Context: an optimization exercise on an open-source flow, tuned for small area, a short achievable clock period and few clock cycles. The choices shown serve that exercise and are no tape-out recipe. In this exercise RTL edits were held to simulation tests only and were not proved equivalent to the original. Power figures rest on the tool's default switching activity, not on a simulated workload.

===== flow/config.mk =====
export PLATFORM = sky130hd
export DESIGN_NAME = LMFE
export DESIGN_NICKNAME = LMFE
export VERILOG_FILES = /design/flow/design.v
export SDC_FILE = /design/flow/constraint.sdc
export NUM_CORES = 4
export LEC_CHECK = 0
export CAP_MARGIN = 20
export CORE_MARGIN = 2
export CORE_UTILIZATION = 30
export CTS_BUF_LIST = sky130_fd_sc_hd__clkbuf_16
export CTS_CLUSTER_DIAMETER = 60
export CTS_CLUSTER_SIZE = 30
export SETUP_SLACK_MARGIN = 3.3
export SLEW_MARGIN = 20

===== flow/constraint.sdc =====
create_clock -name core_clock -period 6.0 [get_ports {clk}]
set_input_delay 1.2000 -clock core_clock [delete_from_list [all_inputs] [get_ports {clk}]]
set_output_delay 1.2000 -clock core_clock [all_outputs]
set_load 0.01 [all_outputs]

===== flow/design.v =====
module LMFE ( clk, reset, Din, in_en, busy, out_valid, Dout, mem_cen, mem_wen, mem_addr, mem_d, mem_q);
input   clk;
input   reset;
input   in_en;
output  busy;
output  out_valid;
input   [7:0]  Din;
output  [7:0]  Dout;
output  mem_cen;
output  mem_wen;
output  [9:0]  mem_addr;
output  [7:0]  mem_d;
input   [7:0]  mem_q;
localparam S_PRE = 2'd0, S_RUN = 2'd1, S_FIN = 2'd2;
reg  [1:0]  state;
reg  [14:0] ldpos;       
reg  [2:0]  k;           
reg         busy_r, outv_r, cen_r, wen_r, seldin_r, accf;
reg  [9:0]  addr_r;
reg  [7:0]  din_r, dout_r;
assign busy      = busy_r;
assign out_valid = outv_r;
assign Dout      = dout_r;
assign mem_cen   = cen_r;
assign mem_wen   = wen_r;
assign mem_addr  = addr_r;
assign mem_d     = din_r;
wire [7:0] row6  = ldpos[14:7];
wire [6:0] ldcol = ldpos[6:0];
wire run = (state == S_RUN);
wire pre = (state == S_PRE);
wire [8:0] rr = {1'b0, row6} + {6'b0, k} - 9'd6;
wire rr_ok = ~rr[8] & ~rr[7];
  reg [7:0] P0;
  reg [7:0] P1;
  reg [7:0] P2;
  reg [7:0] P3;
  reg [7:0] P4;
  reg [7:0] P5;
  reg [7:0] P6;
  reg [7:0] P7;
  reg [7:0] P8;
  reg [7:0] P9;
  reg [7:0] P10;
  reg [7:0] P11;
  reg [7:0] P12;
  reg [7:0] P13;
  reg [7:0] P14;
  reg [7:0] P15;
  reg [7:0] P16;
  reg [7:0] P17;
  reg [7:0] P18;
  reg [7:0] P19;
  reg [7:0] P20;
  reg [7:0] P21;
  reg [7:0] P22;
  reg [7:0] P23;
  reg [7:0] P24;
  reg [7:0] P25;
  reg [7:0] P26;
  reg [7:0] P27;
  reg [7:0] P28;
  reg [7:0] P29;
  reg [7:0] P30;
  reg [7:0] P31;
  reg [7:0] P32;
  reg [7:0] P33;
  reg [7:0] P34;
  reg [7:0] P35;
  reg [7:0] P36;
  reg [7:0] P37;
  reg [7:0] P38;
  reg [7:0] P39;
  reg [7:0] P40;
  reg [7:0] P41;
  reg [7:0] P42;
  reg [7:0] P43;
  reg [7:0] P44;
  reg [7:0] P45;
  reg [7:0] P46;
  reg [7:0] P47;
  reg [7:0] P48;
  reg [7:0] P49;
  reg [7:0] P50;
  reg [7:0] P51;
  reg [7:0] P52;
  reg [7:0] P53;
  reg [7:0] P54;
  reg [7:0] P55;
  reg [7:0] P56;
  reg [7:0] P57;
  reg [7:0] P58;
  reg [7:0] P59;
  reg [7:0] P60;
  reg [7:0] P61;
  reg [7:0] P62;
wire [7:0] bus = seldin_r ? (in_en ? Din : 8'd0) : (cen_r ? 8'd0 : mem_q);
reg  [7:0] bus_rot;
always @(*) begin
  case (k)
      3'd0: bus_rot = {bus[7], bus[5], bus[4], bus[3], bus[2], bus[1], bus[0], bus[6]};
      3'd1: bus_rot = {bus[7], bus[1], bus[0], bus[6], bus[5], bus[4], bus[3], bus[2]};
      3'd2: bus_rot = {bus[7], bus[4], bus[3], bus[2], bus[1], bus[0], bus[6], bus[5]};
      3'd3: bus_rot = {bus[7], bus[0], bus[6], bus[5], bus[4], bus[3], bus[2], bus[1]};
      3'd4: bus_rot = {bus[7], bus[3], bus[2], bus[1], bus[0], bus[6], bus[5], bus[4]};
      3'd5: bus_rot = {bus[7], bus[6], bus[5], bus[4], bus[3], bus[2], bus[1], bus[0]};
      3'd6: bus_rot = {bus[7], bus[2], bus[1], bus[0], bus[6], bus[5], bus[4], bus[3]};
    default: bus_rot = bus;
  endcase
end
always @(posedge clk) begin
    P0 <= bus_rot;
    P1 <= P0;
    P2 <= P1;
    P3 <= P2;
    P4 <= P3;
    P5 <= P4;
    P6 <= P5;
    P7 <= P6;
    P8 <= P7;
    P9 <= P8;
    P10 <= P9;
    P11 <= P10;
    P12 <= P11;
    P13 <= P12;
    P14 <= P13;
    P15 <= P14;
    P16 <= P15;
    P17 <= P16;
    P18 <= P17;
    P19 <= P18;
    P20 <= P19;
    P21 <= P20;
    P22 <= P21;
    P23 <= P22;
    P24 <= P23;
    P25 <= P24;
    P26 <= P25;
    P27 <= P26;
    P28 <= P27;
    P29 <= P28;
    P30 <= P29;
    P31 <= P30;
    P32 <= P31;
    P33 <= P32;
    P34 <= P33;
    P35 <= P34;
    P36 <= P35;
    P37 <= P36;
    P38 <= P37;
    P39 <= P38;
    P40 <= P39;
    P41 <= P40;
    P42 <= P41;
    P43 <= P42;
    P44 <= P43;
    P45 <= P44;
    P46 <= P45;
    P47 <= P46;
    P48 <= P47;
    P49 <= P48;
    P50 <= P49;
    P51 <= P50;
    P52 <= P51;
    P53 <= P52;
    P54 <= P53;
    P55 <= P54;
    P56 <= P55;
    P57 <= P56;
    P58 <= P57;
    P59 <= P58;
    P60 <= P59;
    P61 <= P60;
    P62 <= P61;
end
wire [6:0] fcn = ldcol - 7'd3;      
reg  [6:0] colact;                  
reg  [4:0] k0;                      
always @(*) begin
  case (fcn)
    7'd0:   begin colact = 7'b0001111; k0 = 5'd4;  end
    7'd1:   begin colact = 7'b0011111; k0 = 5'd11; end
    7'd2:   begin colact = 7'b0111111; k0 = 5'd18; end
    7'd125: begin colact = 7'b1111110; k0 = 5'd18; end
    7'd126: begin colact = 7'b1111100; k0 = 5'd11; end
    7'd127: begin colact = 7'b1111000; k0 = 5'd4;  end
    default: begin colact = 7'b1111111; k0 = 5'd25; end
  endcase
end
wire [48:0] msb;
  assign msb[0] = P0[7];
  assign msb[1] = P1[7];
  assign msb[2] = P2[7];
  assign msb[3] = P3[7];
  assign msb[4] = P4[7];
  assign msb[5] = P5[7];
  assign msb[6] = P6[7];
  assign msb[7] = P7[7];
  assign msb[8] = P8[7];
  assign msb[9] = P9[7];
  assign msb[10] = P10[7];
  assign msb[11] = P11[7];
  assign msb[12] = P12[7];
  assign msb[13] = P13[7];
  assign msb[14] = P14[7];
  assign msb[15] = P15[7];
  assign msb[16] = P16[7];
  assign msb[17] = P17[7];
  assign msb[18] = P18[7];
  assign msb[19] = P19[7];
  assign msb[20] = P20[7];
  assign msb[21] = P21[7];
  assign msb[22] = P22[7];
  assign msb[23] = P23[7];
  assign msb[24] = P24[7];
  assign msb[25] = P25[7];
  assign msb[26] = P26[7];
  assign msb[27] = P27[7];
  assign msb[28] = P28[7];
  assign msb[29] = P29[7];
  assign msb[30] = P30[7];
  assign msb[31] = P31[7];
  assign msb[32] = P32[7];
  assign msb[33] = P33[7];
  assign msb[34] = P34[7];
  assign msb[35] = P35[7];
  assign msb[36] = P36[7];
  assign msb[37] = P37[7];
  assign msb[38] = P38[7];
  assign msb[39] = P39[7];
  assign msb[40] = P40[7];
  assign msb[41] = P41[7];
  assign msb[42] = P42[7];
  assign msb[43] = P43[7];
  assign msb[44] = P44[7];
  assign msb[45] = P45[7];
  assign msb[46] = P46[7];
  assign msb[47] = P47[7];
  assign msb[48] = P48[7];
reg  [2:0] ccr;                            
reg  [2:0] CC0, CC1, CC2, CC3, CC4, CC5;    
reg  [5:0] sreg;                           
reg  [6:0] colact_n;                      
reg  [4:0] k0_n;
reg  [2:0] ccsel;
always @(*) begin
  case (k)
    3'd1:    ccsel = colact_n[2] ? CC1 : 3'd0;
    3'd2:    ccsel = colact_n[3] ? CC2 : 3'd0;
    3'd3:    ccsel = colact_n[4] ? CC3 : 3'd0;
    3'd4:    ccsel = colact_n[5] ? CC4 : 3'd0;
    3'd5:    ccsel = colact_n[6] ? CC5 : 3'd0;
    3'd6:    ccsel = colact_n[0] ? ccr : 3'd0;
    default: ccsel = 3'd0;
  endcase
end
wire [5:0] sbase = (k == 3'd1) ? (colact_n[1] ? {3'b0, CC0} : 6'd0) : sreg;
wire [5:0] snext = sbase + {3'b0, ccsel};
wire [5:0] sfin  = sreg + {3'b0, colact_n[0] ? ccr : 3'd0};    
always @(posedge clk) begin
  ccr <= ((k == 3'd0) ? 3'd0 : ccr) + {2'b0, ~bus[7]};
  if (k == 3'd0) begin
    CC0 <= ccr; CC1 <= CC0; CC2 <= CC1; CC3 <= CC2; CC4 <= CC3; CC5 <= CC4;
  end
  sreg <= snext;
  if (k == 3'd0) begin
    colact_n <= colact;
    k0_n     <= k0;
  end
end
wire e7 = colact_n[0] & ~msb[0];               
wire [5:0] z7 = sreg + {5'b0, e7};
reg lt0, lt1;
always @(posedge clk) begin
  lt0 <= (sfin < {1'b0, k0_n});
  lt1 <= (sfin < {1'b0, k0_n} - 6'd1);
end
wire d7 = e7 ? lt1 : lt0;                       
wire [5:0] minit = d7 ? (z7 - {1'b0, k0_n}) : (6'd0 - {1'b0, k0_n});
wire [48:0] act;
  assign act[0] = colact_n[0];
  assign act[1] = colact_n[0];
  assign act[2] = colact_n[0];
  assign act[3] = colact_n[0];
  assign act[4] = colact_n[0];
  assign act[5] = colact_n[0];
  assign act[6] = colact_n[0];
  assign act[7] = colact_n[1];
  assign act[8] = colact_n[1];
  assign act[9] = colact_n[1];
  assign act[10] = colact_n[1];
  assign act[11] = colact_n[1];
  assign act[12] = colact_n[1];
  assign act[13] = colact_n[1];
  assign act[14] = colact_n[2];
  assign act[15] = colact_n[2];
  assign act[16] = colact_n[2];
  assign act[17] = colact_n[2];
  assign act[18] = colact_n[2];
  assign act[19] = colact_n[2];
  assign act[20] = colact_n[2];
  assign act[21] = colact_n[3];
  assign act[22] = colact_n[3];
  assign act[23] = colact_n[3];
  assign act[24] = colact_n[3];
  assign act[25] = colact_n[3];
  assign act[26] = colact_n[3];
  assign act[27] = colact_n[3];
  assign act[28] = colact_n[4];
  assign act[29] = colact_n[4];
  assign act[30] = colact_n[4];
  assign act[31] = colact_n[4];
  assign act[32] = colact_n[4];
  assign act[33] = colact_n[4];
  assign act[34] = colact_n[4];
  assign act[35] = colact_n[5];
  assign act[36] = colact_n[5];
  assign act[37] = colact_n[5];
  assign act[38] = colact_n[5];
  assign act[39] = colact_n[5];
  assign act[40] = colact_n[5];
  assign act[41] = colact_n[5];
  assign act[42] = colact_n[6];
  assign act[43] = colact_n[6];
  assign act[44] = colact_n[6];
  assign act[45] = colact_n[6];
  assign act[46] = colact_n[6];
  assign act[47] = colact_n[6];
  assign act[48] = colact_n[6];
wire [48:0] finit = act & ~(msb ^ {49{d7}});
wire init = run & (k == 3'd0);
wire [61:0] tap;
  assign tap[0] = P0[0];
  assign tap[1] = P1[3];
  assign tap[2] = P2[6];
  assign tap[3] = P3[2];
  assign tap[4] = P4[5];
  assign tap[5] = P5[1];
  assign tap[6] = P6[4];
  assign tap[7] = P7[0];
  assign tap[8] = P8[3];
  assign tap[9] = P9[6];
  assign tap[10] = P10[2];
  assign tap[11] = P11[5];
  assign tap[12] = P12[1];
  assign tap[13] = P13[4];
  assign tap[14] = P14[0];
  assign tap[15] = P15[3];
  assign tap[16] = P16[6];
  assign tap[17] = P17[2];
  assign tap[18] = P18[5];
  assign tap[19] = P19[1];
  assign tap[20] = P20[4];
  assign tap[21] = P21[0];
  assign tap[22] = P22[3];
  assign tap[23] = P23[6];
  assign tap[24] = P24[2];
  assign tap[25] = P25[5];
  assign tap[26] = P26[1];
  assign tap[27] = P27[4];
  assign tap[28] = P28[0];
  assign tap[29] = P29[3];
  assign tap[30] = P30[6];
  assign tap[31] = P31[2];
  assign tap[32] = P32[5];
  assign tap[33] = P33[1];
  assign tap[34] = P34[4];
  assign tap[35] = P35[0];
  assign tap[36] = P36[3];
  assign tap[37] = P37[6];
  assign tap[38] = P38[2];
  assign tap[39] = P39[5];
  assign tap[40] = P40[1];
  assign tap[41] = P41[4];
  assign tap[42] = P42[0];
  assign tap[43] = P43[3];
  assign tap[44] = P44[6];
  assign tap[45] = P45[2];
  assign tap[46] = P46[5];
  assign tap[47] = P47[1];
  assign tap[48] = P48[4];
  assign tap[49] = P49[0];
  assign tap[50] = P50[3];
  assign tap[51] = P51[6];
  assign tap[52] = P52[2];
  assign tap[53] = P53[5];
  assign tap[54] = P54[1];
  assign tap[55] = P55[4];
  assign tap[56] = P56[0];
  assign tap[57] = P57[3];
  assign tap[58] = P58[6];
  assign tap[59] = P59[2];
  assign tap[60] = P60[5];
  assign tap[61] = P61[1];
wire [62:0] tapl;
  assign tapl[0] = 1'b0;
  assign tapl[1] = P1[0];
  assign tapl[2] = P2[3];
  assign tapl[3] = P3[6];
  assign tapl[4] = P4[2];
  assign tapl[5] = P5[5];
  assign tapl[6] = P6[1];
  assign tapl[7] = P7[4];
  assign tapl[8] = P8[0];
  assign tapl[9] = P9[3];
  assign tapl[10] = P10[6];
  assign tapl[11] = P11[2];
  assign tapl[12] = P12[5];
  assign tapl[13] = P13[1];
  assign tapl[14] = P14[4];
  assign tapl[15] = P15[0];
  assign tapl[16] = P16[3];
  assign tapl[17] = P17[6];
  assign tapl[18] = P18[2];
  assign tapl[19] = P19[5];
  assign tapl[20] = P20[1];
  assign tapl[21] = P21[4];
  assign tapl[22] = P22[0];
  assign tapl[23] = P23[3];
  assign tapl[24] = P24[6];
  assign tapl[25] = P25[2];
  assign tapl[26] = P26[5];
  assign tapl[27] = P27[1];
  assign tapl[28] = P28[4];
  assign tapl[29] = P29[0];
  assign tapl[30] = P30[3];
  assign tapl[31] = P31[6];
  assign tapl[32] = P32[2];
  assign tapl[33] = P33[5];
  assign tapl[34] = P34[1];
  assign tapl[35] = P35[4];
  assign tapl[36] = P36[0];
  assign tapl[37] = P37[3];
  assign tapl[38] = P38[6];
  assign tapl[39] = P39[2];
  assign tapl[40] = P40[5];
  assign tapl[41] = P41[1];
  assign tapl[42] = P42[4];
  assign tapl[43] = P43[0];
  assign tapl[44] = P44[3];
  assign tapl[45] = P45[6];
  assign tapl[46] = P46[2];
  assign tapl[47] = P47[5];
  assign tapl[48] = P48[1];
  assign tapl[49] = P49[4];
  assign tapl[50] = P50[0];
  assign tapl[51] = P51[3];
  assign tapl[52] = P52[6];
  assign tapl[53] = P53[2];
  assign tapl[54] = P54[5];
  assign tapl[55] = P55[1];
  assign tapl[56] = P56[4];
  assign tapl[57] = P57[0];
  assign tapl[58] = P58[3];
  assign tapl[59] = P59[6];
  assign tapl[60] = P60[2];
  assign tapl[61] = P61[5];
  assign tapl[62] = P62[1];
reg  [62:0] F0;
reg  [5:0] M0;
reg  [6:0] R0;
reg  [62:0] F1;
reg  [5:0] M1;
reg  [6:0] R1;
wire [62:0] Flast = F1;
wire [5:0] mlast = M1;
wire [6:0] Rlast = R1;
wire [61:0] xc = F0[61:0] & ~tap;
wire [6:0] y;
wire [5:0] mfirst = M0;
  wire c0_1;
  wire c0_2;
  assign c0_1 = xc[0] ^ xc[1] ^ xc[2];
  assign c0_2 = (xc[0] & xc[1]) | (xc[0] & xc[2]) | (xc[1] & xc[2]);
  wire c0_3;
  wire c0_4;
  assign c0_3 = xc[3] ^ xc[4] ^ xc[5];
  assign c0_4 = (xc[3] & xc[4]) | (xc[3] & xc[5]) | (xc[4] & xc[5]);
  wire c0_5;
  wire c0_6;
  assign c0_5 = xc[6] ^ xc[7] ^ xc[8];
  assign c0_6 = (xc[6] & xc[7]) | (xc[6] & xc[8]) | (xc[7] & xc[8]);
  wire c0_7;
  wire c0_8;
  assign c0_7 = xc[9] ^ xc[10] ^ xc[11];
  assign c0_8 = (xc[9] & xc[10]) | (xc[9] & xc[11]) | (xc[10] & xc[11]);
  wire c0_9;
  wire c0_10;
  assign c0_9 = xc[12] ^ xc[13] ^ xc[14];
  assign c0_10 = (xc[12] & xc[13]) | (xc[12] & xc[14]) | (xc[13] & xc[14]);
  wire c0_11;
  wire c0_12;
  assign c0_11 = xc[15] ^ xc[16] ^ xc[17];
  assign c0_12 = (xc[15] & xc[16]) | (xc[15] & xc[17]) | (xc[16] & xc[17]);
  wire c0_13;
  wire c0_14;
  assign c0_13 = xc[18] ^ xc[19] ^ xc[20];
  assign c0_14 = (xc[18] & xc[19]) | (xc[18] & xc[20]) | (xc[19] & xc[20]);
  wire c0_15;
  wire c0_16;
  assign c0_15 = xc[21] ^ xc[22] ^ xc[23];
  assign c0_16 = (xc[21] & xc[22]) | (xc[21] & xc[23]) | (xc[22] & xc[23]);
  wire c0_17;
  wire c0_18;
  assign c0_17 = xc[24] ^ xc[25] ^ xc[26];
  assign c0_18 = (xc[24] & xc[25]) | (xc[24] & xc[26]) | (xc[25] & xc[26]);
  wire c0_19;
  wire c0_20;
  assign c0_19 = xc[27] ^ xc[28] ^ xc[29];
  assign c0_20 = (xc[27] & xc[28]) | (xc[27] & xc[29]) | (xc[28] & xc[29]);
  wire c0_21;
  wire c0_22;
  assign c0_21 = xc[30] ^ xc[31] ^ xc[32];
  assign c0_22 = (xc[30] & xc[31]) | (xc[30] & xc[32]) | (xc[31] & xc[32]);
  wire c0_23;
  wire c0_24;
  assign c0_23 = xc[33] ^ xc[34] ^ xc[35];
  assign c0_24 = (xc[33] & xc[34]) | (xc[33] & xc[35]) | (xc[34] & xc[35]);
  wire c0_25;
  wire c0_26;
  assign c0_25 = xc[36] ^ xc[37] ^ xc[38];
  assign c0_26 = (xc[36] & xc[37]) | (xc[36] & xc[38]) | (xc[37] & xc[38]);
  wire c0_27;
  wire c0_28;
  assign c0_27 = xc[39] ^ xc[40] ^ xc[41];
  assign c0_28 = (xc[39] & xc[40]) | (xc[39] & xc[41]) | (xc[40] & xc[41]);
  wire c0_29;
  wire c0_30;
  assign c0_29 = xc[42] ^ xc[43] ^ xc[44];
  assign c0_30 = (xc[42] & xc[43]) | (xc[42] & xc[44]) | (xc[43] & xc[44]);
  wire c0_31;
  wire c0_32;
  assign c0_31 = xc[45] ^ xc[46] ^ xc[47];
  assign c0_32 = (xc[45] & xc[46]) | (xc[45] & xc[47]) | (xc[46] & xc[47]);
  wire c0_33;
  wire c0_34;
  assign c0_33 = xc[48] ^ xc[49] ^ xc[50];
  assign c0_34 = (xc[48] & xc[49]) | (xc[48] & xc[50]) | (xc[49] & xc[50]);
  wire c0_35;
  wire c0_36;
  assign c0_35 = xc[51] ^ xc[52] ^ xc[53];
  assign c0_36 = (xc[51] & xc[52]) | (xc[51] & xc[53]) | (xc[52] & xc[53]);
  wire c0_37;
  wire c0_38;
  assign c0_37 = xc[54] ^ xc[55] ^ xc[56];
  assign c0_38 = (xc[54] & xc[55]) | (xc[54] & xc[56]) | (xc[55] & xc[56]);
  wire c0_39;
  wire c0_40;
  assign c0_39 = xc[57] ^ xc[58] ^ xc[59];
  assign c0_40 = (xc[57] & xc[58]) | (xc[57] & xc[59]) | (xc[58] & xc[59]);
  wire c0_41;
  wire c0_42;
  assign c0_41 = xc[60] ^ xc[61] ^ mfirst[0];
  assign c0_42 = (xc[60] & xc[61]) | (xc[60] & mfirst[0]) | (xc[61] & mfirst[0]);
  wire c0_43;
  wire c0_44;
  assign c0_43 = c0_1 ^ c0_3 ^ c0_5;
  assign c0_44 = (c0_1 & c0_3) | (c0_1 & c0_5) | (c0_3 & c0_5);
  wire c0_45;
  wire c0_46;
  assign c0_45 = c0_7 ^ c0_9 ^ c0_11;
  assign c0_46 = (c0_7 & c0_9) | (c0_7 & c0_11) | (c0_9 & c0_11);
  wire c0_47;
  wire c0_48;
  assign c0_47 = c0_13 ^ c0_15 ^ c0_17;
  assign c0_48 = (c0_13 & c0_15) | (c0_13 & c0_17) | (c0_15 & c0_17);
  wire c0_49;
  wire c0_50;
  assign c0_49 = c0_19 ^ c0_21 ^ c0_23;
  assign c0_50 = (c0_19 & c0_21) | (c0_19 & c0_23) | (c0_21 & c0_23);
  wire c0_51;
  wire c0_52;
  assign c0_51 = c0_25 ^ c0_27 ^ c0_29;
  assign c0_52 = (c0_25 & c0_27) | (c0_25 & c0_29) | (c0_27 & c0_29);
  wire c0_53;
  wire c0_54;
  assign c0_53 = c0_31 ^ c0_33 ^ c0_35;
  assign c0_54 = (c0_31 & c0_33) | (c0_31 & c0_35) | (c0_33 & c0_35);
  wire c0_55;
  wire c0_56;
  assign c0_55 = c0_37 ^ c0_39 ^ c0_41;
  assign c0_56 = (c0_37 & c0_39) | (c0_37 & c0_41) | (c0_39 & c0_41);
  wire c0_57;
  wire c0_58;
  assign c0_57 = c0_2 ^ c0_4 ^ c0_6;
  assign c0_58 = (c0_2 & c0_4) | (c0_2 & c0_6) | (c0_4 & c0_6);
  wire c0_59;
  wire c0_60;
  assign c0_59 = c0_8 ^ c0_10 ^ c0_12;
  assign c0_60 = (c0_8 & c0_10) | (c0_8 & c0_12) | (c0_10 & c0_12);
  wire c0_61;
  wire c0_62;
  assign c0_61 = c0_14 ^ c0_16 ^ c0_18;
  assign c0_62 = (c0_14 & c0_16) | (c0_14 & c0_18) | (c0_16 & c0_18);
  wire c0_63;
  wire c0_64;
  assign c0_63 = c0_20 ^ c0_22 ^ c0_24;
  assign c0_64 = (c0_20 & c0_22) | (c0_20 & c0_24) | (c0_22 & c0_24);
  wire c0_65;
  wire c0_66;
  assign c0_65 = c0_26 ^ c0_28 ^ c0_30;
  assign c0_66 = (c0_26 & c0_28) | (c0_26 & c0_30) | (c0_28 & c0_30);
  wire c0_67;
  wire c0_68;
  assign c0_67 = c0_32 ^ c0_34 ^ c0_36;
  assign c0_68 = (c0_32 & c0_34) | (c0_32 & c0_36) | (c0_34 & c0_36);
  wire c0_69;
  wire c0_70;
  assign c0_69 = c0_38 ^ c0_40 ^ c0_42;
  assign c0_70 = (c0_38 & c0_40) | (c0_38 & c0_42) | (c0_40 & c0_42);
  wire c0_71;
  wire c0_72;
  assign c0_71 = c0_43 ^ c0_45 ^ c0_47;
  assign c0_72 = (c0_43 & c0_45) | (c0_43 & c0_47) | (c0_45 & c0_47);
  wire c0_73;
  wire c0_74;
  assign c0_73 = c0_49 ^ c0_51 ^ c0_53;
  assign c0_74 = (c0_49 & c0_51) | (c0_49 & c0_53) | (c0_51 & c0_53);
  wire c0_75;
  wire c0_76;
  assign c0_75 = c0_44 ^ c0_46 ^ c0_48;
  assign c0_76 = (c0_44 & c0_46) | (c0_44 & c0_48) | (c0_46 & c0_48);
  wire c0_77;
  wire c0_78;
  assign c0_77 = c0_50 ^ c0_52 ^ c0_54;
  assign c0_78 = (c0_50 & c0_52) | (c0_50 & c0_54) | (c0_52 & c0_54);
  wire c0_79;
  wire c0_80;
  assign c0_79 = c0_56 ^ c0_57 ^ c0_59;
  assign c0_80 = (c0_56 & c0_57) | (c0_56 & c0_59) | (c0_57 & c0_59);
  wire c0_81;
  wire c0_82;
  assign c0_81 = c0_61 ^ c0_63 ^ c0_65;
  assign c0_82 = (c0_61 & c0_63) | (c0_61 & c0_65) | (c0_63 & c0_65);
  wire c0_83;
  wire c0_84;
  assign c0_83 = c0_67 ^ c0_69 ^ mfirst[1];
  assign c0_84 = (c0_67 & c0_69) | (c0_67 & mfirst[1]) | (c0_69 & mfirst[1]);
  wire c0_85;
  wire c0_86;
  assign c0_85 = c0_58 ^ c0_60 ^ c0_62;
  assign c0_86 = (c0_58 & c0_60) | (c0_58 & c0_62) | (c0_60 & c0_62);
  wire c0_87;
  wire c0_88;
  assign c0_87 = c0_64 ^ c0_66 ^ c0_68;
  assign c0_88 = (c0_64 & c0_66) | (c0_64 & c0_68) | (c0_66 & c0_68);
  wire c0_89;
  wire c0_90;
  assign c0_89 = c0_70 ^ mfirst[2];
  assign c0_90 = c0_70 & mfirst[2];
  wire c0_91;
  wire c0_92;
  assign c0_91 = c0_71 ^ c0_73 ^ c0_55;
  assign c0_92 = (c0_71 & c0_73) | (c0_71 & c0_55) | (c0_73 & c0_55);
  wire c0_93;
  wire c0_94;
  assign c0_93 = c0_72 ^ c0_74 ^ c0_75;
  assign c0_94 = (c0_72 & c0_74) | (c0_72 & c0_75) | (c0_74 & c0_75);
  wire c0_95;
  wire c0_96;
  assign c0_95 = c0_77 ^ c0_79 ^ c0_81;
  assign c0_96 = (c0_77 & c0_79) | (c0_77 & c0_81) | (c0_79 & c0_81);
  wire c0_97;
  wire c0_98;
  assign c0_97 = c0_76 ^ c0_78 ^ c0_80;
  assign c0_98 = (c0_76 & c0_78) | (c0_76 & c0_80) | (c0_78 & c0_80);
  wire c0_99;
  wire c0_100;
  assign c0_99 = c0_82 ^ c0_84 ^ c0_85;
  assign c0_100 = (c0_82 & c0_84) | (c0_82 & c0_85) | (c0_84 & c0_85);
  wire c0_101;
  wire c0_102;
  assign c0_101 = c0_87 ^ c0_89;
  assign c0_102 = c0_87 & c0_89;
  wire c0_103;
  wire c0_104;
  assign c0_103 = c0_86 ^ c0_88 ^ c0_90;
  assign c0_104 = (c0_86 & c0_88) | (c0_86 & c0_90) | (c0_88 & c0_90);
  wire c0_105;
  wire c0_106;
  assign c0_105 = c0_92 ^ c0_93 ^ c0_95;
  assign c0_106 = (c0_92 & c0_93) | (c0_92 & c0_95) | (c0_93 & c0_95);
  wire c0_107;
  wire c0_108;
  assign c0_107 = c0_94 ^ c0_96 ^ c0_97;
  assign c0_108 = (c0_94 & c0_96) | (c0_94 & c0_97) | (c0_96 & c0_97);
  wire c0_109;
  wire c0_110;
  assign c0_109 = c0_99 ^ c0_101;
  assign c0_110 = c0_99 & c0_101;
  wire c0_111;
  wire c0_112;
  assign c0_111 = c0_98 ^ c0_100 ^ c0_102;
  assign c0_112 = (c0_98 & c0_100) | (c0_98 & c0_102) | (c0_100 & c0_102);
  wire c0_113;
  wire c0_114;
  assign c0_113 = c0_103 ^ mfirst[3];
  assign c0_114 = c0_103 & mfirst[3];
  reg [14:0] pr0;
  always @(posedge clk) pr0 <= {mfirst[5], mfirst[4], c0_104, c0_114, c0_112, c0_113, c0_111, c0_110, c0_108, c0_109, c0_107, c0_106, c0_83, c0_105, c0_91};
  wire cz_1;
  wire cz_2;
  assign cz_1 = pr0[3] ^ pr0[4] ^ pr0[5];
  assign cz_2 = (pr0[3] & pr0[4]) | (pr0[3] & pr0[5]) | (pr0[4] & pr0[5]);
  wire cz_3;
  wire cz_4;
  assign cz_3 = pr0[6] ^ pr0[7] ^ pr0[8];
  assign cz_4 = (pr0[6] & pr0[7]) | (pr0[6] & pr0[8]) | (pr0[7] & pr0[8]);
  wire cz_5;
  wire cz_6;
  assign cz_5 = pr0[10] ^ pr0[11] ^ pr0[12];
  assign cz_6 = (pr0[10] & pr0[11]) | (pr0[10] & pr0[12]) | (pr0[11] & pr0[12]);
  wire cz_7;
  wire cz_8;
  assign cz_7 = cz_2 ^ cz_3 ^ pr0[9];
  assign cz_8 = (cz_2 & cz_3) | (cz_2 & pr0[9]) | (cz_3 & pr0[9]);
  wire cz_9;
  wire cz_10;
  assign cz_9 = cz_4 ^ cz_5 ^ pr0[13];
  assign cz_10 = (cz_4 & cz_5) | (cz_4 & pr0[13]) | (cz_5 & pr0[13]);
  wire cz_11;
  wire cz_12;
  assign cz_11 = cz_10 ^ cz_6 ^ pr0[14];
  assign cz_12 = (cz_10 & cz_6) | (cz_10 & pr0[14]) | (cz_6 & pr0[14]);
  wire [6:0] ya = {cz_12, cz_11, cz_8, cz_7, cz_1, pr0[1], pr0[0]};
  wire [6:0] yb = {1'b0, 1'b0, cz_9, 1'b0, 1'b0, pr0[2], 1'b0};
  assign y = ya + yb;
wire d = ~y[6];
wire [62:0] Fu1 = Flast & tapl;
wire [62:0] Fu0 = Flast & ~tapl;
wire [62:0] Fi  = {{(63-50){1'b0}}, finit, 1'b0};
always @(posedge clk) begin
  F1 <= {F0[61:0], 1'b0};
  M1 <= M0;
  R1 <= R0;
  F0 <= d ? (init ? Fi : {Fu1[61:0], 1'b0}) : (init ? Fi : {Fu0[61:0], 1'b0});
  if (init) begin
    M0 <= minit;
    R0 <= {6'b0, d7};
  end else begin
    M0 <= d ? y[5:0] : mlast;
    R0 <= {Rlast[5:0], d};
  end
  dout_r <= {Rlast, d};    
end
always @(posedge clk or posedge reset) begin
  if (reset) begin
    state    <= S_PRE;
    ldpos    <= 15'd0;
    k        <= 3'd0;
    busy_r   <= 1'b0;
    outv_r   <= 1'b0;
    cen_r    <= 1'b1;
    wen_r    <= 1'b1;
    seldin_r <= 1'b0;
  end else begin
    outv_r   <= 1'b0;
    seldin_r <= 1'b0;
    case (state)
      S_PRE: begin
        busy_r <= 1'b0;
        cen_r  <= ~in_en;
        wen_r  <= 1'b0;
        if (in_en) begin
          ldpos <= ldpos + 15'd1;
          if (ldpos == 15'd383) begin
            state    <= S_RUN;
            k        <= 3'd0;
            seldin_r <= 1'b1;
          end
        end
      end
      S_RUN: begin
        k        <= (k == 3'd6) ? 3'd0 : k + 3'd1;
        busy_r   <= ~((k == 3'd6) && (ldpos < 15'd16383));
        seldin_r <= (k == 3'd6);
        if (k == 3'd6) begin
          cen_r <= ~accf;
          wen_r <= 1'b0;
          ldpos <= ldpos + 15'd1;
        end else begin
          cen_r <= ~rr_ok;
          wen_r <= 1'b1;
        end
        if (k == 3'd0) begin
          outv_r <= (ldpos >= 15'd390);
          if (ldpos == 15'd16773) state <= S_FIN;
        end
      end
      default: begin
        busy_r <= 1'b1;
        cen_r  <= 1'b1;
        wen_r  <= 1'b1;
      end
    endcase
  end
end
always @(posedge clk) begin
  if ((pre || (run && k == 3'd0)) && in_en) din_r <= Din;
  if (run && k == 3'd0) accf <= in_en;
  if (pre || (run && k == 3'd6)) addr_r <= ldpos[9:0];
  else if (run) addr_r <= {rr[2:0], ldcol};
end
endmodule

===== flow/flow/run.sh =====
#!/bin/bash
# The standard layout (the standard.sh, unchanged synthesis script and
# settings from config.mk), except that Yosys does not extract full-adder
# cells: with ADDER_MAP_FILE empty, ORFS's synth.tcl skips extract_fa, so ABC
# maps the adder trees from plain gates (faster than sky130 fa_1 cells).
# Registers are unaffected.
set -euo pipefail
export ADDER_MAP_FILE=
bash standard.sh > standard.log 2>&1

===== flow/standard.sh =====
#!/bin/bash
# synth_recipe.tcl (not shown) runs the flow's synth.tcl, then flattens the netlist and writes it again
# the make line also repeats each setting of config.mk as NAME=value (left out here)
make -C /OpenROAD-flow-scripts/flow DESIGN_CONFIG=/design/flow/config.mk WORK_HOME=/design/flow/orfs CLKGATE_MAP_FILE= SYNTH_SCRIPT=/design/flow/synth_recipe.tcl "${@:-finish}"

==> run summary, run 1 <==
status=finished clean; maximum clock rate=about 0.37 GHz; clock transition at the registers of the reported paths=roughly 0.11 ns; Primary FF master, synth=dfxtp_1; drt total wl=37500 um; core area=approximately 71000 um2; Worst Hold Class=reg2reg; placed inst area=between 20000 and 25000 um2; Final Cycle Share=0.447; post-layout util=0.353; Max-Cap Viols=0; post-synthesis cell type count=63; Worst-Margin Slew=approximately 0.93 ns; GP Congestion=0.778; CTS tree=built; WP buf/inv=1; first-pass GRT wire length=a little under 60000 um; Detail Placement HPWL=about 25000 um; share of Yosys cell area claimed by the top area cell type=0.598; CP max FO=2; WHS Path Cells=0; Clock Latency Late Sink=0.59 ns; clk_skew=0.0259 ns; antenna viol nets, final=0; DRC=0; Avg WL per Cell=13.8 um; total power=9.16 mW; largest net degree at the start of global routing=a little under 80; largest area contributor in the netlist=dfxtp_1; GR Util All Layers=0.100; nets=1766; WP depth=8; Worst IR Drop VDD=0.241 mV; first drt pass iteration count=7; DR vias=~11k; worst-path cell chain=nor2b_4, xnor2_2, xnor2_1, xor3_2, buf_6, xor3_2, maj3_2, maj3_2; Crit-path slowest cell=xor3_2; Placed Cells=2627; vias in the first global route=11.2k; total CTS buffers=36; post-synthesis sequential area ratio=0.693; grt ovf=0; register bit total from synthesis=717; Layout Cells excl Fill=2722; Final Cell Area=25200 um2; Mapped Area=roughly 22000 um2; Critical Path RT=approximately 6.5 ns; final hold violation count=0; Synthesis Warnings=1; normalized max-slew margin=0.377; RSZ-0062 raised after global routing=true; WHS=0.322 ns; initial core utilization=0.302; Core Rows=98; Post-Syn Instances=1677; die area=around 74000 um2; fraction of layout cells with a size suffix above 1=0.124; H-tree depth=2; Ports=about 50; Clock Sinks=717; antenna cells=0; Worst path top cell family by delay=XOR/XNOR gates; Final Slew Violations=0; Die Y=around 270 um; CP Launch Type=register; setup TNS=0 ns; antenna violations before repair=0; Initial DRC Count=646; Syn Nets=1696; mean post-synth cell area=about 13 um2; clock root buffer=clkbuf_16; largest cells by area after synthesis=dfxtp_1 (60%), xnor2_1 (7.9%), edfxtp_1 (6.5%); power per cell area=364 nW/um2; Setup Crit Path Kind=reg2reg; IO buf count=48; die span in x=272 um; R2R cell count=8; Filler cells=approximately 6.9k; crit end category=register; Longest Clk Path Bufs=3; Post-synth ARST share=0.0349; Min Clock Period, post-route=2.68 ns; crit path DAT=~3.2 ns; Syn-to-layout area delta=16.6%; Post-synth EDFFs=47; leakage=around 9.5 nW; Final WS setup=3.32 ns; setup violators final=0; dpl ws=between 2 and 3 ns; critical path's largest stage delay=0.51 ns; Vias per Instance=about 4.2
[cell families after synthesis]
logic type                 share of synthesized area
xor gates and xnor gates                       0.120
buffers and inverters                         0.0164
adders and majority gates                     0.0246
DFF                                            0.693
muxes                                        0.00522
and+or+nand+nor                               0.0792
AOI/OAI and AO/OA                             0.0618
[cell usage after synthesis, types with 18 or more instances]
cell type and instances:
nor2b_1 61, nand3_1 23, xnor2_1 195, xor2_1 50, and2_1 18, nor2_1 45, o22ai_1 48, a21oi_1 41
maj3_1 53, clkbuf_1 42, inv_1 20, a22oi_1 19, dfrtp_1 23, o21ai_0 48, dfxtp_1 645, nand2_1 118
edfxtp_1 47
[worst register-to-register path: stages, from the launching register on]
cell and delay, ns:
dfxtp_2 0.35, nor2b_4 0.18, xnor2_2 0.14, xnor2_1 0.16, xor3_2 0.51, buf_6 0.14, xor3_2 0.41, maj3_2 0.37
maj3_2 0.31
[where the power goes]
part,switching [mW],internal (mW)
registers,0.220,5.06
clock network,1.61,1.29
logic,0.503,0.475
total,2.34,6.83
[layout by cell type, fill, tap and decap left out, drive strengths merged, types with 4 or more instances in the layout]
master | netlist | final
a21boi | 4 | 4
a21o | 14 | 14
a21oi | 42 | 42
a22o | 6 | 6
a22oi | 19 | 19
and2 | 18 | 18
and3 | 17 | 17
buf | 14 | 36
clkbuf | 43 | 41
clkdlybuf4s50 | 0 | 27
clkinv | 2 | 13
clkinvlp | 0 | 4
dfrtp | 23 | 23
dfxtp | 645 | 645
dlygate4sd2 | 0 | 18
edfxtp | 47 | 47
inv | 20 | 30
maj3 | 53 | 53
mux2i | 9 | 9
nand2 | 119 | 119
nand2b | 17 | 17
nand3 | 23 | 23
nand4 | 6 | 6
nor2 | 45 | 45
nor2b | 61 | 61
nor3 | 15 | 15
o211ai | 5 | 5
o21a | 4 | 4
o21ai | 49 | 49
o22ai | 48 | 48
or2 | 4 | 4
xnor2 | 195 | 195
xnor3 | 8 | 8
xor2 | 50 | 50
xor3 | 11 | 11
[flip-flops by register name, indices dropped and copies added, names as in the netlist, 10 cells and up]
| register | cells |
|---|---|
| F0 | 61 |
| addr_r | 10 |
| pr0 | 14 |
| ldpos | 15 |
| F1 | 59 |
[cell type report]
class	count	area, um2	area share
sequential	717	15000	0.595
timing repair inverter	1	5.00	0.000199
inverter	22	87.6	0.00348
timing repair buffer	88	948	0.0377
clock inverter	25	317	0.0126
tap	950	1190	0.0472
clock buffer	38	951	0.0378
multi-input combinational	881	6690	0.266
[worst paths after layout]
kind | slack [ns] | from | end
hold / removal | 0.32 | P45[1] | P46[1]
min in group asynchronous | 1.00 | reset | busy_r
setup reg to reg | 3.32 | F0[50] | pr0[3]
max in group asynchronous | 4.53 | reset | k[2]
setup / recovery | 3.32 | F0[50] | pr0[3]
hold reg to reg | 0.32 | P45[1] | P46[1]
[per-layer routing]
metal,share of wire,GRT usage,vias up
met1,0.48,0.136,5518
met4,0.023,0.0343,0
met3,0.037,0.0179,54
met2,0.46,0.161,198
met5,0,0,-
li1,-,-,5720
[timing repair]
| item | 4_1_cts | 5_1_grt |
|---|---|---|
| hold buffers | 0 | 0 |
| cloned | 2 | 2 |
| setup buffers | 17 | 11 |
| endpoints found under the setup margin | 100 | 72 |
| gates resized for setup | 94 | 75 |
| pin swaps | 22 | 31 |
Testbench counts, summed over its fixed seeds: cycles 1,381,296.
==> run 2, diff against run 1 <==
--- a/flow/config.mk
+++ b/flow/config.mk
@@ -9,3 +9,3 @@
 export CORE_MARGIN = 2
-export CORE_UTILIZATION = 30
+export CORE_UTILIZATION = 55
 export CTS_BUF_LIST = sky130_fd_sc_hd__clkbuf_16
==> run summary, run 2 <==
status=finished clean; setup TNS=0 ns (unchanged); largest area contributor in the netlist=dfxtp_1; clk_skew=0.0221 ns (-0.00379 ns); post-layout util=0.648 (+0.296); largest net degree at the start of global routing=78 (unchanged); mean post-synth cell area=12.9 um2 (unchanged); commonest non-fill, non-tap cell in the layout=dfxtp_1; first drt pass iteration count=5 (-2); Initial DRC Count=595 (-7.9%); xor and xnor area share after synthesis=0.120 (unchanged); WP buf/inv=0 (-1); Post-Synth Adder-Cell Area=0.0246 (unchanged); Mapped Area=21600 um2 (unchanged); total power=9.39 mW (+2.5%); met1 Track Usage GR=0.258 (+0.122); Compound-Gate Fraction of Synth Area=0.0618 (unchanged); Vias per Instance=4.92 (+17%); GR Util met2=0.282 (+0.121); RSZ-0062 raised after global routing=true; dpl ws=2.35 ns (-0.314 ns); most flop-heavy register=F0; normalized max-slew margin=0.548 (+0.171); Clock Sinks=717 (unchanged); Detail Placement HPWL=23200 um (-5.8%); placed inst area=22500 um2 (-2.5%); Hold Buf Count CTS=0 (unchanged); clock transition at the registers of the reported paths=0.10 ns (about the same); Critical Path RT=6.46 ns (about the same); GP Congestion=0.790 (+1.6%); Post-synth ARST share=0.0349 (unchanged); maximum clock rate=0.374 GHz (+0.32%); Post-synth EDFFs=47 (unchanged); Crit-path slowest cell=xor3_2; Simple-Gate Fraction of Synth Area=0.0792 (unchanged); nets=1791 (+1.4%); fraction of layout cells with a size suffix above 1=0.130 (+0.00634); Final Slew Violations=0 (unchanged); post-synthesis cell type count=63 (unchanged); CP max FO=3 (+1); Die Y=202 um (-26%); share of Yosys cell area claimed by the top area cell type=0.598 (unchanged); met3 GRT Util=0.0358 (+0.0179); WHS Path Cells=0 (unchanged); Worst path top cell family by delay=adder cells; Primary FF master, synth=dfxtp_1; power per cell area=375 nW/um2 (+3.0%); final hold violation count=0 (unchanged); Synthesis Warnings=1 (unchanged); Final WS setup=3.32 ns (+0.00856 ns); initial core utilization=0.558 (+0.256); DR vias=11.4k (-0.70%); most common cell in the netlist=dfxtp_1; leading registers by flop count=F0 (61), F1 (59), ldpos (15); largest cells by area after synthesis=dfxtp_1 (60%), xnor2_1 (7.9%), edfxtp_1 (6.5%); GRT Max-Usage Layer=met2; clock root buffer=clkbuf_16; max reg flops=61 (unchanged); Final Cell Area=25100 um2 (-0.43%); H-tree depth=2 (unchanged); R2R cell count=7 (-1); WP depth=7 (-1); total CTS buffers=40 (+11%); crit path DAT=3.13 ns (-0.02 ns); most used cell, CP=maj3_1; Syn-to-layout area delta=16.1%; Worst Hold Class=reg2reg; antenna violations before repair=0 (unchanged); setup violators final=0 (unchanged); largest family of logic cells by synthesized area=XOR/XNOR gates; die span in x=202 um (-26%); Min Clock Period, post-route=2.68 ns (-0.00856 ns); Avg WL per Cell=16.2 um (+18%); worst-path cell chain=nand2b_1, xor3_2, maj3_1, maj3_1, xnor2_2, xnor2_2, maj3_1; core area=38600 um2 (-46%); antenna cells=0 (unchanged); vias in the first global route=10.8k (-4.2%); top cells by count, synth=dfxtp_1 (645), xnor2_1 (195), nand2_1 (118); Core Rows=72 (-27%); first-pass GRT wire length=58400 um (-2.1%); Max-Cap Viols=0 (unchanged); Post-Syn Instances=1677 (unchanged); register bit total from synthesis=717 (unchanged); antenna viol nets, final=0 (unchanged); Worst-Margin Slew=0.674 ns (-0.254 ns); multiplexer share of the synthesized area=0.00522 (unchanged); Clock Latency Late Sink=0.59 ns (about the same); grt ovf=0 (unchanged); Filler cells=2938 (-58%); Syn Nets=1696 (unchanged); Setup Crit Path Kind=reg2reg; most used cells in the layout excluding fill and tap cells=dfxtp_1 (639), xnor2_1 (176), nand2_1 (118); drt total wl=37600 um (+0.25%); post-synthesis sequential area ratio=0.693 (unchanged); CTS tree=built; Worst IR Drop VDD=0.263 mV (+9.2%); critical path's largest stage delay=0.49 ns (-0.02 ns); die area=40800 um2 (-45%); GR Util All Layers=0.181 (+0.0812); DRC=0 (unchanged); Final Cycle Share=0.446 (-0.00143); Longest Clk Path Bufs=3 (unchanged); CP Launch Type=register; IO buf count=48 (unchanged); crit end category=register; leakage=9.75 nW (+2.2%); Ports=49 (unchanged)
run 2: changes by cell type in the layout (fill, tap and decap cells not counted), moves of 3 or more:
cell	change
xor3_2	-5
dfxtp_2	-12
nor2b_4	-5
xor3_1	+5
buf_6	+3
clkdlybuf4s50_1	+13
clkbuf_16	+6
maj3_1	+3
nor2b_2	+6
dlygate4sd2_1	-15
buf_16	+4
buf_4	+16
maj3_2	-3
dfxtp_1	+12
run 2: worst register-to-register path, cell delays in order (launching register included):
cell and delay [ns]:
dfxtp_1 0.35, nand2b_1 0.15, xor3_2 0.49, maj3_1 0.44, maj3_1 0.45, xnor2_2 0.18, xnor2_2 0.15, maj3_1 0.34
run 2: kinds of logic after synthesis:
family / after synthesis
buf+inv: 79
mux: 11
fa+ha+maj: 53
flops: 717
compound gates: 211
xor+xnor: 264
simple gates: 342
run 2: per-stage QoR:
| stage | hold WS [ns] | cells |
|---|---|---|
| after CTS | 0.323 | 2284 |
| final | 0.319 | 2319 |
| after detailed placement | 0.312 | 2192 |
| after global routing | 0.327 | 2319 |
| after global placement | 0.310 | 2192 |
| after floorplan | 0.310 | 1677 |
run 2: layout make-up:
type                    instances  area, um2  share of cell area
clock buffers                  41       1030              0.0410
clock inverters                30        457              0.0182
inverters                      22       87.6             0.00350
multi-input cells             881       6630               0.264
flip-flops and latches        717      15000               0.597
well taps                     518        648              0.0259
repair buffers                109       1240              0.0493
repair inverters                1       5.00            0.000200
run 2: what timing repair did:
item / 4_1_cts / 5_1_grt
pin swaps: 13 / 24
cloned: 5 / 6
gates resized for setup: 54 / 72
endpoints found under the hold margin: 0 / 0
endpoints found under the setup margin: 108 / 87
setup buffers: 16 / 28
run 2: per-layer routing:
layer | part of all wire | wire, um
met5 | 0 | 0
met4 | 0.022 | 838
met3 | 0.038 | 1440
met2 | 0.45 | 17000
met1 | 0.49 | 18300
run 2: path summary, 6_finish.rpt:
kind | startpoint | slack (ns) | to
setup / recovery | P11[5] | 3.32 | pr0[6]
min in group asynchronous | reset | 0.84 | state[0]
max in group asynchronous | reset | 4.70 | wen_r
hold reg to reg | P53[6] | 0.32 | P54[6]
hold / removal | P53[6] | 0.32 | P54[6]
setup reg to reg | P11[5] | 3.32 | pr0[6]
run 2: power breakdown:
group	internal, mW	switching (mW)	total [mW]
Clock	1.47	1.72	3.19
Sequential	5.05	0.216	5.27
Combinational	0.474	0.457	0.931
==> run 3, diff against run 2 <==
--- a/flow/config.mk
+++ b/flow/config.mk
@@ -9,5 +9,5 @@
 export CORE_MARGIN = 2
-export CORE_UTILIZATION = 55
+export CORE_UTILIZATION = 40
 export CTS_BUF_LIST = sky130_fd_sc_hd__clkbuf_16
-export CTS_CLUSTER_DIAMETER = 60
+export CTS_CLUSTER_DIAMETER = 75
 export CTS_CLUSTER_SIZE = 30
==> run summary, run 3 <==
status=finished clean; most common cell in the netlist=dfxtp_1; R2R cell count=8 (+1); clock transition at the registers of the reported paths=0.10 ns (about the same); Mapped Area=21600 um2 (unchanged); CTS tree=built; Min Clock Period, post-route=2.70 ns (+0.0286 ns); share of Yosys cell area claimed by the top area cell type=0.598 (unchanged); Vias per Instance=4.62 (-6.0%); CP Launch Type=register; first drt pass iteration count=5 (unchanged); vias in the first global route=11.3k (+5.2%); Filler cells=4852 (+65%); Post-Syn Instances=1677 (unchanged); core area=53600 um2 (+39%); Setup Crit Path Kind=reg2reg; crit path DAT=3.16 ns (+0.03 ns); Primary FF master, synth=dfxtp_1; worst-path cell chain=nor2b_4, xnor2_1, xnor2_1, xor3_2, buf_4, xor3_2, maj3_2, maj3_2; Critical Path End=pr0[3]; die span in x=236 um (+17%); DRC=0 (unchanged); top cells by count, synth=dfxtp_1 (645), xnor2_1 (195), nand2_1 (118); total power=9.06 mW (-3.5%); Hold Buf Count CTS=0 (unchanged); Post-synth ARST share=0.0349 (unchanged); Core Rows=85 (+18%); DR vias=11.4k (+0.19%); FF/Latch Area=15000 um2 (about the same); Max-Cap Viols=0 (unchanged); most flop-heavy register=F0; critical path's largest stage delay=0.43 ns (-0.06 ns); post-synthesis sequential area ratio=0.693 (unchanged); reg2reg setup slack=3.30 ns (-0.03 ns); Longest Clk Path Bufs=3 (unchanged); Critical Path RT=6.46 ns (about the same); Post-synth EDFFs=47 (unchanged); grt ovf=0 (unchanged); leakage=9.59 nW (-1.7%); antenna viol nets, final=0 (unchanged); post-synthesis cell type count=63 (unchanged); mean post-synth cell area=12.9 um2 (unchanged); Final Cycle Share=0.451 (+0.00476); Final Slew Violations=0 (unchanged); Ports=49 (unchanged); clk_skew=0.0370 ns (+0.0149 ns); crit end category=register; WHS=0.307 ns (-0.0123 ns); Worst IR Drop VDD=0.187 mV (-29%); Syn Nets=1696 (unchanged); die area=55800 um2 (+37%); Worst Setup SP=P29[3]; most used cells in the layout excluding fill and tap cells=dfxtp_1 (632), xnor2_1 (176), nand2_1 (117); maximum clock rate=0.370 GHz (-1.1%); largest net degree at the start of global routing=78 (unchanged); WHS Path Cells=0 (unchanged); largest cells by area after synthesis=dfxtp_1 (60%), xnor2_1 (7.9%), edfxtp_1 (6.5%); Worst-Margin Slew=0.869 ns (+0.195 ns); leading registers by flop count=F0 (61), F1 (59), ldpos (15); setup violators final=0 (unchanged); Clock Sinks=717 (unchanged); final hold violation count=0 (unchanged); max reg flops=61 (unchanged); Detail Placement HPWL=23900 um (+3.0%); Layout Cells excl Fill=2472 (+6.6%); area of the multi-input gates=6720 um2 (+1.4%); total CTS buffers=35 (-13%); Initial DRC Count=473 (-21%); worst r2r dst=pr0[3]; first-pass GRT wire length=58500 um (+0.18%); nets=1775 (-0.89%); reg2reg start=P29[3]; Die Y=236 um (+17%); Worst Hold Class=reg2reg; fraction of layout cells with a size suffix above 1=0.127 (-0.00268); antenna cells=0 (unchanged); register bit total from synthesis=717 (unchanged); clock root buffer=clkbuf_16; Crit-path slowest cell=dfxtp_1; largest area contributor in the netlist=dfxtp_1; setup TNS=0 ns (unchanged); post-layout util=0.464 (-0.184); Clock Latency Late Sink=0.59 ns (about the same); drt total wl=37800 um (+0.44%); RSZ-0062 raised after global routing=true; initial core utilization=0.403 (-0.156); H-tree depth=2 (unchanged); Avg WL per Cell=15.3 um (-5.8%); antenna violations before repair=0 (unchanged); CP max FO=2 (-1); power per cell area=364 nW/um2 (-2.8%); GP Congestion=0.784 (-0.84%); Syn-to-layout area delta=15.3%; IO buf count=48 (unchanged); normalized max-slew margin=0.409 (-0.139); commonest non-fill, non-tap cell in the layout=dfxtp_1; GR Util All Layers=0.132 (-0.0495); Synthesis Warnings=1 (unchanged); Placed Cells=2370 (+8.1%)
## run 3: cell types whose count changed in the layout (fill, tap and decap cells not counted), sizes merged, moves of 2 or more
cell	delta
clkbuf	-5
dlymetal6s2s	+2
clkinv	-9
dlygate4sd2	+6
clkdlybuf4s50	-7
buf	-12
## run 3: power by group
part	internal (mW)	total, mW	switching, mW
sequential	5.06	5.27	0.216
combinational	0.487	0.984	0.496
clock	1.22	2.81	1.58
## run 3: final cells by class
cell class | instances | share of cell area
Timing Repair Buffer | 97 | 0.0423
Clock buffer | 36 | 0.0362
Multi-Input combinational cell | 882 | 0.270
Inverter | 22 | 0.00367
Sequential cell | 717 | 0.602
Tap cell | 696 | 0.0350
Timing Repair inverter | 1 | 0.000201
Clock inverter | 21 | 0.0110
## run 3: metal layers
| metal | share of wire | vias up | track usage |
|---|---|---|---|
| met5 | 0 | - | 0 |
| met4 | 0.026 | 0 | 0.0483 |
| met3 | 0.030 | 60 | 0.0213 |
| met2 | 0.49 | 148 | 0.229 |
| met1 | 0.46 | 5485 | 0.165 |
| li1 | - | 5738 | - |
## run 3: cell families (layout without fill, tap and decap cells)
kind of cell,count (synthesis),in the layout,synth area share
AOI/OAI and AO/OA,211,211,0.0618
muxes,11,12,0.00522
adders and majority gates,53,53,0.0246
xor gates and xnor gates,264,264,0.120
DFF,717,717,0.693
buffers and inverters,79,177,0.0164
and+or+nand+nor,342,342,0.0792
## run 3: critical path: cells and delay by family, from the launching register on
family        cells  cell delay [ns]
fa+ha+maj         2             0.67
xor+xnor          4             1.24
simple gates      1             0.06
flops             1             0.43
buf+inv           1             0.16
## run 3: metrics by stage
step / instance area (um2) / worst slack [ns]
after floorplan: 21600 / 3.45
after global placement: 22800 / 2.75
after detailed placement: 22800 / 2.72
after CTS: 24300 / 3.14
after global routing: 24900 / 3.23
final: 24900 / 3.30
## run 3: timing repair
item / CTS / global route
resized for setup: 63 / 93
buffers inserted: 18 / 17
setup endpoints to repair: 89 / 85
pin swaps: 20 / 34
gates cloned: 4 / 5
## run 3: worst min path at each step
| stage | startpoint | end | slack [ns] |
|---|---|---|---|
| final | P26[0] | P27[0] | 0.31 |
| after global routing | P26[0] | P27[0] | 0.30 |
| after CTS | P26[0] | P27[0] | 0.30 |
| after detailed placement | P10[4] | P11[4] | 0.31 |
| after global placement | P31[5] | P32[5] | 0.31 |
| after floorplan | M0[5] | M1[5] | 0.31 |
==> run 4, diff against run 3 <==
--- a/flow/config.mk
+++ b/flow/config.mk
@@ -11,3 +11,3 @@
 export CTS_BUF_LIST = sky130_fd_sc_hd__clkbuf_16
-export CTS_CLUSTER_DIAMETER = 75
+export CTS_CLUSTER_DIAMETER = 90
 export CTS_CLUSTER_SIZE = 30
==> run summary, run 4 <==
Primary FF master, synth=dfxtp_1; Mapped Area=21600 um2 (unchanged); Min Clock Period, post-route=2.65 ns (-0.0585 ns); most common cell in the netlist=dfxtp_1; initial core utilization=0.403 (unchanged); fraction of layout cells with a size suffix above 1=0.0969 (-0.0304); largest family of logic cells by synthesized area=XOR/XNOR gates; Post-synth EDFFs=47 (unchanged); Ports=49 (unchanged); Final Cycle Share=0.441 (-0.00976); multiplexer share of the synthesized area=0.00522 (unchanged); Post-Synth Adder-Cell Area=0.0246 (unchanged); leakage=9.34 nW (-2.6%); core area=53600 um2 (unchanged); H-tree depth=1 (-1); GP Congestion=0.784 (unchanged); nets=1765 (-0.56%); largest cells by area after synthesis=dfxtp_1 (60%), xnor2_1 (7.9%), edfxtp_1 (6.5%); setup violators final=0 (unchanged); most used cells in the layout excluding fill and tap cells=dfxtp_1 (638), xnor2_1 (186), nand2_1 (117); clock transition at the registers of the reported paths=0.11 ns (about the same); Placed Cells=2370 (unchanged); setup TNS=0 ns (unchanged); post-layout util=0.455 (-0.00943); Worst-Margin Slew=0.853 ns (-0.0158 ns); Post-synth ARST share=0.0349 (unchanged); Max-Cap Viols=0 (unchanged); final hold violation count=0 (unchanged); DR vias=11.4k (-0.56%); most flop-heavy register=F0; xor and xnor area share after synthesis=0.120 (unchanged); Avg WL per Cell=15.4 um (+0.67%); antenna cells=0 (unchanged); Longest Clk Path Bufs=3 (unchanged); area of the multi-input gates=6550 um2 (-2.5%); post-synthesis cell type count=63 (unchanged); Worst Hold Class=reg2reg; FF/Latch Area=15000 um2 (about the same); DRC=0 (unchanged); max reg flops=61 (unchanged); GR Util All Layers=0.130 (-0.00208); Worst IR Drop VDD=0.245 mV (+31%); grt ovf=0 (unchanged); antenna violations before repair=1 (+1); Clock Sinks=717 (unchanged); Detail Placement HPWL=23900 um (unchanged); Clock Latency Late Sink=0.63 ns (+0.04 ns); Simple-Gate Fraction of Synth Area=0.0792 (unchanged); drt total wl=37700 um (-0.18%); die span in x=236 um (unchanged); largest area contributor in the netlist=dfxtp_1; IO buf count=48 (unchanged); clock root buffer=clkbuf_16; register bit total from synthesis=717 (unchanged); WHS=0.322 ns (+0.0158 ns); crit path DAT=3.16 ns (about the same); Hold Buf Count CTS=0 (unchanged); crit end category=register; Syn-to-layout area delta=13.0%; post-synthesis sequential area ratio=0.693 (unchanged); Setup Crit Path Kind=reg2reg; total CTS buffers=30 (-14%); Die Y=236 um (unchanged); Syn Nets=1696 (unchanged); antenna viol nets, final=0 (unchanged); CTS tree=built; Layout Cells excl Fill=2451 (-0.85%); maximum clock rate=0.378 GHz (+2.2%); top cells by count, synth=dfxtp_1 (645), xnor2_1 (195), nand2_1 (118); normalized max-slew margin=0.420 (+0.0107); commonest non-fill, non-tap cell in the layout=dfxtp_1; Final Slew Violations=0 (unchanged); Initial DRC Count=538 (+14%); share of Yosys cell area claimed by the top area cell type=0.598 (unchanged); Vias per Instance=4.64 (+0.29%); CP max FO=2 (unchanged); Post-Syn Instances=1677 (unchanged); first drt pass iteration count=5 (unchanged); vias in the first global route=11.2k (-0.95%); mean post-synth cell area=12.9 um2 (unchanged); CP Launch Type=register; largest net degree at the start of global routing=78 (unchanged); Synthesis Warnings=1 (unchanged); die area=55800 um2 (unchanged); power per cell area=354 nW/um2 (-2.8%); Compound-Gate Fraction of Synth Area=0.0618 (unchanged); Critical Path RT=6.51 ns (+0.05 ns); Filler cells=4881 (+0.60%); clk_skew=0.0410 ns (+0.00403 ns); status=finished clean; RSZ-0062 raised after global routing=true; Core Rows=85 (unchanged); first-pass GRT wire length=58200 um (-0.52%); leading registers by flop count=F0 (61), F1 (59), ldpos (15)
==> run 4: cell types whose count changed in the layout (fill, tap and decap cells not counted), sizes merged <==
cell           change
dlygate4sd2       +16
clkdlybuf4s50     -15
buf                -6
clkbuf             -4
inv                -4
clkinv             -3
clkinvlp           -2
dlymetal6s2s       -2
bufinv             -1
==> run 4: cell families (layout without fill, tap and decap cells) <==
group / Yosys count / after routing
buffers and inverters: 79 / 156
multiplexers: 11 / 12
XOR/XNOR: 264 / 264
flip-flops: 717 / 717
AO/OA/AOI/OAI: 211 / 211
adder cells (fa/ha/maj): 53 / 53
AND/OR/NAND/NOR: 342 / 342
==> run 4: power breakdown <==
part           internal [mW]  leakage (nW)  switching (mW)
clock network          0.947         0.443            1.44
logic                  0.475          2.81           0.499
registers               5.06          6.08           0.213
==> run 4: cell type report <==
class / count / share of cell area
Tap cell: 696 / 0.0357
Clock buffer: 30 / 0.0308
Sequential cell: 717 / 0.614
Timing Repair Buffer: 92 / 0.0418
Multi-Input combinational cell: 882 / 0.269
Inverter: 22 / 0.00359
Timing Repair inverter: 1 / 0.000205
Clock inverter: 11 / 0.00539
==> run 4: what timing repair did <==
item | CTS | global route
endpoints found under the setup margin | 106 | 82
gates cloned | 4 | 7
buffers inserted | 14 | 14
gates resized for setup | 77 | 56
pin swaps | 16 | 15
==> run 4: worst paths after layout <==
path	from	to	slack, ns	cells after the start
worst max-delay path	F0[6]	pr0[3]	3.35	7
worst min-delay path	M0[5]	M1[5]	0.32	0
worst max register to register	F0[6]	pr0[3]	3.35	7
worst min register to register	M0[5]	M1[5]	0.32	0
max in group asynchronous	reset	ldpos[14]	4.63	3
min in group asynchronous	reset	ldpos[13]	0.90	2
==> run 4: per-layer routing <==
| layer | up-vias | part of all wire | GRT usage | routed length [um] |
|---|---|---|---|---|
| met3 | 43 | 0.031 | 0.0220 | 1150 |
| met2 | 147 | 0.49 | 0.231 | 18600 |
| met5 | - | 0.00048 | 0 | 18 |
| met1 | 5473 | 0.46 | 0.164 | 17200 |
| met4 | 2 | 0.020 | 0.0293 | 738 |
| li1 | 5702 | - | - | - |
==> run 4: per-stage QoR <==
| stage | area (um2) | setup slack, ns | power [mW] |
|---|---|---|---|
| after global placement | 22800 | 2.75 | 6.27 |
| after floorplan | 21600 | 3.45 | 6.03 |
| final | 24400 | 3.35 | 8.63 |
| after detailed placement | 22800 | 2.72 | 6.29 |
| after CTS | 23900 | 3.24 | 8.68 |
| after global routing | 24400 | 3.22 | 9.02 |
==> run 4: critical path, stage by stage (launching register included) <==
cell and delay [ns]:
dfxtp_1 0.33, nor2b_2 0.17, xor3_1 0.48, maj3_2 0.37, xnor2_1 0.15, xnor2_1 0.29, xor3_1 0.43, maj3_2 0.31
==> run 5, diff against run 4 <==
--- a/flow/config.mk
+++ b/flow/config.mk
@@ -13,3 +13,3 @@
 export CTS_CLUSTER_SIZE = 30
-export SETUP_SLACK_MARGIN = 3.3
+export SETUP_SLACK_MARGIN = 3.4
 export SLEW_MARGIN = 20
==> run summary, run 5 <==
Post-synth EDFFs=47 (unchanged); power per cell area=344 nW/um2 (-3.0%); setup TNS=0 ns (unchanged); worst-path cell chain=xnor3_2, buf_4, o21ba_2, a21oi_2, or2_4, a21oi_2, a211oi_4, buf_12, buf_4, clkbuf_16, xor2_1, and3_1; Syn Nets=1696 (unchanged); commonest non-fill, non-tap cell in the layout=dfxtp_1; die span in x=236 um (unchanged); Vias per Instance=4.62 (-0.30%); Critical Path RT=6.56 ns (+0.05 ns); H-tree depth=1 (unchanged); Filler cells=4789 (-1.9%); CP max FO=7 (+5); share of Yosys cell area claimed by the top area cell type=0.598 (unchanged); crit path DAT=3.21 ns (+0.05 ns); largest area contributor in the netlist=dfxtp_1; Syn-to-layout area delta=17.3%; status=finished clean; antenna violations before repair=1 (unchanged); grt ovf=0 (unchanged); antenna viol nets, final=0 (unchanged); normalized max-slew margin=0.397 (-0.0233); first drt pass iteration count=5 (unchanged); fraction of layout cells with a size suffix above 1=0.164 (+0.0671); initial core utilization=0.403 (unchanged); post-synthesis cell type count=63 (unchanged); Final Cycle Share=0.441 (about the same); clock transition at the registers of the reported paths=0.11 ns (about the same); Final Cell Area=25300 um2 (+3.8%); die area=55800 um2 (unchanged); Final Slew Violations=0 (unchanged); top cells by count, synth=dfxtp_1 (645), xnor2_1 (195), nand2_1 (118); core area=53600 um2 (unchanged); Synthesis Warnings=1 (unchanged); leakage=9.70 nW (+3.8%); Setup Crit Path Kind=reg2reg; crit end category=register; setup violators final=0 (unchanged); CP Launch Type=register; nets=1797 (+1.8%); Final WS setup=3.36 ns (+0.00154 ns); GR Util All Layers=0.132 (+0.00194); Clock Sinks=717 (unchanged); Max-Cap Viols=0 (unchanged); DRC=0 (unchanged); register bit total from synthesis=717 (unchanged); area of the multi-input gates=7150 um2 (+9.2%); Clock Latency Late Sink=0.63 ns (about the same); maximum clock rate=0.378 GHz (about the same); FF/Latch Area=15000 um2 (about the same); critical path's largest stage delay=0.43 ns (-0.05 ns); drt total wl=38200 um (+1.3%); Worst IR Drop VDD=0.246 mV (+0.62%); max reg flops=61 (unchanged); CTS tree=built; final hold violation count=0 (unchanged); Min Clock Period, post-route=2.64 ns (-0.00154 ns); vias in the first global route=11.4k (+1.5%); mean post-synth cell area=12.9 um2 (unchanged); Crit-path slowest cell=xnor3_2; most used cells in the layout excluding fill and tap cells=dfxtp_1 (628), xnor2_1 (148), nand2_1 (117); Initial DRC Count=469 (-13%); Ports=49 (unchanged); Mapped Area=21600 um2 (unchanged); RSZ-0062 raised after global routing=true; Placed Cells=2370 (unchanged); clk_skew=0.0405 ns (-0.000531 ns); Post-synth ARST share=0.0349 (unchanged); placed inst area=22800 um2 (unchanged); Core Rows=85 (unchanged); WHS=0.319 ns (-0.00355 ns); GP Congestion=0.784 (unchanged); reg2reg setup slack=3.36 ns (about the same); dpl ws=2.72 ns (unchanged); Longest Clk Path Bufs=3 (unchanged); most flop-heavy register=F0; Worst Hold Class=reg2reg; DR vias=11.5k (+1.0%); Detail Placement HPWL=23900 um (unchanged); Post-Syn Instances=1677 (unchanged); largest cells by area after synthesis=dfxtp_1 (60%), xnor2_1 (7.9%), edfxtp_1 (6.5%); leading registers by flop count=F0 (61), F1 (59), ldpos (15); largest net degree at the start of global routing=78 (unchanged); Die Y=236 um (unchanged); antenna cells=0 (unchanged); Avg WL per Cell=15.4 um (about the same); Worst-Margin Slew=0.887 ns (+0.0342 ns); post-synthesis sequential area ratio=0.693 (unchanged); most common cell in the netlist=dfxtp_1; clock root buffer=clkbuf_16; Primary FF master, synth=dfxtp_1; total CTS buffers=30 (unchanged); Layout Cells excl Fill=2483 (+1.3%); IO buf count=48 (unchanged); first-pass GRT wire length=59000 um (+1.5%)
[run 5: cell counts after synthesis]
No cell type changed its count.
[run 5: through the flow]
step,power [mW],util
4_1_cts,8.70,0.454
3_5_place_dp,6.29,0.424
5_1_grt,9.08,0.472
3_3_place_gp,6.27,0.424
6_report,8.69,0.472
2_1_floorplan,6.03,-
[run 5: report_power, final]
group          switching, mW  leakage [nW]  internal, mW
clock                   1.44         0.443         0.947
sequential             0.222          6.09          5.06
combinational          0.521          3.17         0.509
total                   2.18          9.70          6.51
[run 5: what timing repair did]
action                                  in CTS  in global routing
setup buffers                               29                 31
hold buffers                                 0                  0
endpoints found under the setup margin     114                 83
pin swaps                                   33                 70
gates cloned                                 6                  5
gates resized for setup                    142                112
[run 5: path summary, 6_finish.rpt]
kind                         start         to  cells after the start
min                          P2[2]      P3[2]                      0
max in group asynchronous    reset  ldpos[14]                      3
min in group asynchronous    reset  ldpos[11]                      2
min reg2reg                  P2[2]      P3[2]                      0
max                        pr0[12]     F0[53]                     12
max reg2reg                pr0[12]     F0[53]                     12
[run 5: cells by family (layout without fill, tap and decap cells)]
kind of cell    after synthesis  in the layout  share of synthesized area
buf+inv                      79            188                     0.0164
compound gates              211            211                     0.0618
simple gates                342            342                     0.0792
xor+xnor                    264            264                      0.120
flops                       717            717                      0.693
mux                          11             12                    0.00522
fa+ha+maj                    53             53                     0.0246
[run 5: layout make-up]
class	instances	area share
clock buffers	30	0.0297
clock inverters	11	0.00519
inverters	22	0.00361
multi-input cells	882	0.283
flip-flops and latches	717	0.592
well taps	696	0.0344
repair buffers	124	0.0523
repair inverters	1	0.000198
[run 5: layer usage]
layer / vias to the layer above / wire length, um / global-route usage
met1: 5496 / 17400 / 0.166
met5: - / 18 / 0
met2: 151 / 18700 / 0.234
li1: 5784 / - / -
met4: 2 / 902 / 0.0328
met3: 48 / 1140 / 0.0219
[run 5: worst max-delay path, delay by kind of cell (launching register included)]
family	cells	cell delay, ns
DFF	1	0.35
AOI/OAI and AO/OA	4	0.67
and+or+nand+nor	2	0.32
xor gates and xnor gates	2	0.58
buffers and inverters	4	0.66

Check on run 5: ideal ports give 3.356 ns setup slack; a clkbuf_16 on the clock port and buf_2 on the inputs give 3.356 ns; moving port delays by the midpoint clock arrival (0.667 ns) as well gives 2.874 ns.
